What follows belongs to an exercise in optimizing a design on an open flow for small area and a short achievable clock period; a production flow would make more cautious choices. No driver is modelled on the clock port, so clock power and skew are understated where the tree is cut down; a real chip needs a root buffer or a tree. Power is estimated from default activity; no workload was simulated.

==> flow/design.v (excerpt) <==
module fifo_sync(clk,rst,wen,ren,data_in,data_out,full,empty);
  input clk;
  input rst;
  input wen;
  input ren;
  input [31 : 0] data_in;
  output reg [31 : 0] data_out;
  output reg full, empty;
  reg [31:0] mem [7:0];
  reg [7:0] wsel;    
  reg [7:0] rsel;    
  reg nfull;         
  reg nempty;        
  wire wr = wen & nfull;
  wire rd = ren & nempty;
  integer i;
  always @(posedge clk)
    for (i = 0; i < 8; i = i + 1)
      if (wsel[i])
        mem[i] <= data_in;
  wire take = rd & ~rst;
  wire hold = ~rd & ~rst;
  reg [31:0] rdata;
  always @* begin
    rdata = {32{hold}} & data_out;
    for (i = 0; i < 8; i = i + 1)
      rdata = rdata | ({32{take & rsel[i]}} & mem[i]);
  end
  always @(posedge clk)
    data_out <= rdata;
  wire [7:0] wpos  = wsel | ({8{~nfull}} & rsel);
  wire [7:0] wnext = {wpos[6:0], wpos[7]};
  wire [7:0] rnext = {rsel[6:0], rsel[7]};
  wire almost_full  = |(wnext & rsel);     
  wire almost_empty = |(rnext & wpos);     
  reg full_n, empty_n;
  always @* begin
    full_n  = ~nfull;
  ...
Size: roughly 11000 µm² of cells after synthesis.
export LEC_CHECK = 0
export CAP_MARGIN = 20
export CORE_MARGIN = 2
export CORE_UTILIZATION = 75
export SETUP_SLACK_MARGIN = 0.7
export SLEW_MARGIN = 20
export TNS_END_PERCENT = 5
create_clock -name core_clock -period 2.0 [get_ports {clk}]
standard.sh (not shown) runs the stock make flow with config.mk's settings and CLKGATE_MAP_FILE= SYNTH_SCRIPT=/design/flow/synth_recipe.tcl, a recipe that flattens the netlist after the stock synthesis.
==> flow/flow/run.sh <==
#!/bin/bash
# The standard layout, with three changes:
#  - port buffers become plain buffers after global placement (iobuf.tcl);
#  - CTS without dummy loads, in clusters of at most 20 sinks;
#  - after CTS the clock port drives four branch buffers directly instead of
#    a root buffer and two branch buffers (post_cts.tcl, retree.tcl).
set -uo pipefail
here=$(pwd)
bash standard.sh finish \
  POST_GLOBAL_PLACE_TCL="$here/flow/iobuf.tcl" \
  POST_CTS_TCL="$here/flow/post_cts.tcl" \
  CTS_ARGS="-sink_clustering_enable -repair_clock_nets -sink_clustering_size 20 -sink_clustering_max_diameter 60 -dont_use_dummy_load" \
  > "$here/standard.log" 2>&1
==> flow/flow/iobuf.tcl <==
# Port buffers become plain buffers (the standard port buffering picks a slow
# delay cell): buf_2 on the outputs, buf_1 on the inputs.
foreach inst [get_cells output*] {
  replace_cell $inst sky130_fd_sc_hd__buf_2
}
foreach inst [get_cells input*] {
  replace_cell $inst sky130_fd_sc_hd__buf_1
}
puts "iobuf.tcl: [llength [get_cells output*]] output and [llength [get_cells input*]] input buffers"
==> flow/flow/post_cts.tcl <==
# After CTS: rebuild the top of the clock tree (retree.tcl), legalize, and
# repair timing again with the new clock arrival times.
source [file join [file dirname [info script]] retree.tcl]
detailed_placement
estimate_parasitics -placement
repair_timing -setup_margin $::env(SETUP_SLACK_MARGIN) -hold_margin $::env(HOLD_SLACK_MARGIN) -repair_tns $::env(TNS_END_PERCENT) -verbose
detailed_placement
check_placement -verbose
estimate_parasitics -placement
report_clock_latency -clock core_clock
Other scripts of this flow, unchanged in this note and not shown: flow/flow/retree.tcl
The starting point finished with timing, DRC and antenna clean.
Rerun with:
--- a/flow/config.mk
+++ b/flow/config.mk
@@ -8,6 +8,6 @@
 export CAP_MARGIN = 20
 export CORE_MARGIN = 2
-export CORE_UTILIZATION = 75
-export SETUP_SLACK_MARGIN = 0.7
+export CORE_UTILIZATION = 65
+export SETUP_SLACK_MARGIN = 0.6
 export SLEW_MARGIN = 20
 export TNS_END_PERCENT = 5
The new run produced a clean layout.
Wire length falls by about 9%.
Via count falls by 5.5%.
Area after synthesis stays the same.
Power falls by about 2%.
Sequential share of layout area rises by 1.7 points.
Final area falls by 2.5%.
Synthesized cell count does not change.
Rerun with:
--- a/flow/config.mk
+++ b/flow/config.mk
@@ -9,5 +9,5 @@
 export CORE_MARGIN = 2
 export CORE_UTILIZATION = 65
-export SETUP_SLACK_MARGIN = 0.6
+export SETUP_SLACK_MARGIN = 0.7
 export SLEW_MARGIN = 20
 export TNS_END_PERCENT = 5
Total power barely changes. Die area stays the same. Sequential power is about the same.
Rerun with:
==> flow/flow/run.sh (replaced) <==
#!/bin/bash
# The standard layout, with three changes:
#  - output-port buffers become buf_2 after global placement (outbuf.tcl);
#  - CTS without dummy loads, in clusters of at most 20 sinks;
#  - after CTS the clock port drives four branch buffers directly instead of
#    a root buffer and two branch buffers (post_cts.tcl, retree.tcl).
set -uo pipefail
here=$(pwd)
bash standard.sh finish \
  POST_GLOBAL_PLACE_TCL="$here/flow/outbuf.tcl" \
  POST_CTS_TCL="$here/flow/post_cts.tcl" \
  CTS_ARGS="-sink_clustering_enable -repair_clock_nets -sink_clustering_size 20 -sink_clustering_max_diameter 60 -dont_use_dummy_load" \
  > "$here/standard.log" 2>&1
==> flow/flow/outbuf.tcl (new file) <==
# Output-port buffers become buf_2.
foreach inst [get_cells output*] {
  replace_cell $inst sky130_fd_sc_hd__buf_2
}
puts "outbuf.tcl: resized [llength [get_cells output*]] output buffers"
--- a/flow/flow/post_cts.tcl
+++ b/flow/flow/post_cts.tcl
@@ -4,5 +4,5 @@
 detailed_placement
 estimate_parasitics -placement
-repair_timing -setup_margin $::env(SETUP_SLACK_MARGIN) -hold_margin $::env(HOLD_SLACK_MARGIN) -repair_tns $::env(TNS_END_PERCENT) -verbose
+repair_timing -setup_margin $::env(SETUP_SLACK_MARGIN) -hold_margin $::env(HOLD_SLACK_MARGIN) -repair_tns 100 -verbose
 detailed_placement
 check_placement -verbose
--- a/flow/config.mk
+++ b/flow/config.mk
@@ -11,3 +11,2 @@
 export SETUP_SLACK_MARGIN = 0.7
 export SLEW_MARGIN = 20
-export TNS_END_PERCENT = 5
removed: flow/flow/iobuf.tcl
- setup slack degrades by 45 ps
- first-iteration DRC count rose by 19%
- critical path depth stays the same
- combinational power climbs by 22%
- wire length goes up by 16%
- maximum frequency goes down by 2.9%
No run of this note included a check of the RTL's function; only the layout flow was run.

re-timing with driven ports:
How much do the figures lean on ideal ports? The routed layouts below were timed once more, with nothing changed but the port constraints.
Step 1, drivers: a clkbuf_16 drives clk and a buf_2 each remaining input, both assumed.
Step 2 adds t to the input delays and takes it off the output delays; t is the mean of the earliest and latest rising clock arrival at the registers after step 1. Input paths then give back, and output paths get back, about the clock's delay inside the block.
a / b / c = no drivers / after step 1 / after step 2; a / b = the first two.
| run | t, ns | setup WS [ns] | hold slack, ns | clock arrival spread, ns |
|---|---|---|---|---|
| the first run | 0.389 | 0.479 / 0.479 / 0.282 | 0.432 / 0.361 / 0.458 | 0.046 / 0.047 |
| the second run | 0.390 | 0.472 / 0.472 / 0.195 | 0.434 / 0.361 / 0.464 | 0.034 / 0.034 |
| the third run | 0.394 | 0.512 / 0.512 / 0.280 | 0.430 / 0.354 / 0.464 | 0.021 / 0.021 |
| the fourth run | 0.393 | 0.467 / 0.467 / 0.239 | 0.478 / 0.428 / 0.478 | 0.016 / 0.017 |
After both steps every run listed still meets setup and hold. For the second run, which loses most, drivers alone change the setup slack by 0.000 ns; drivers and shift together by -0.277 ns.
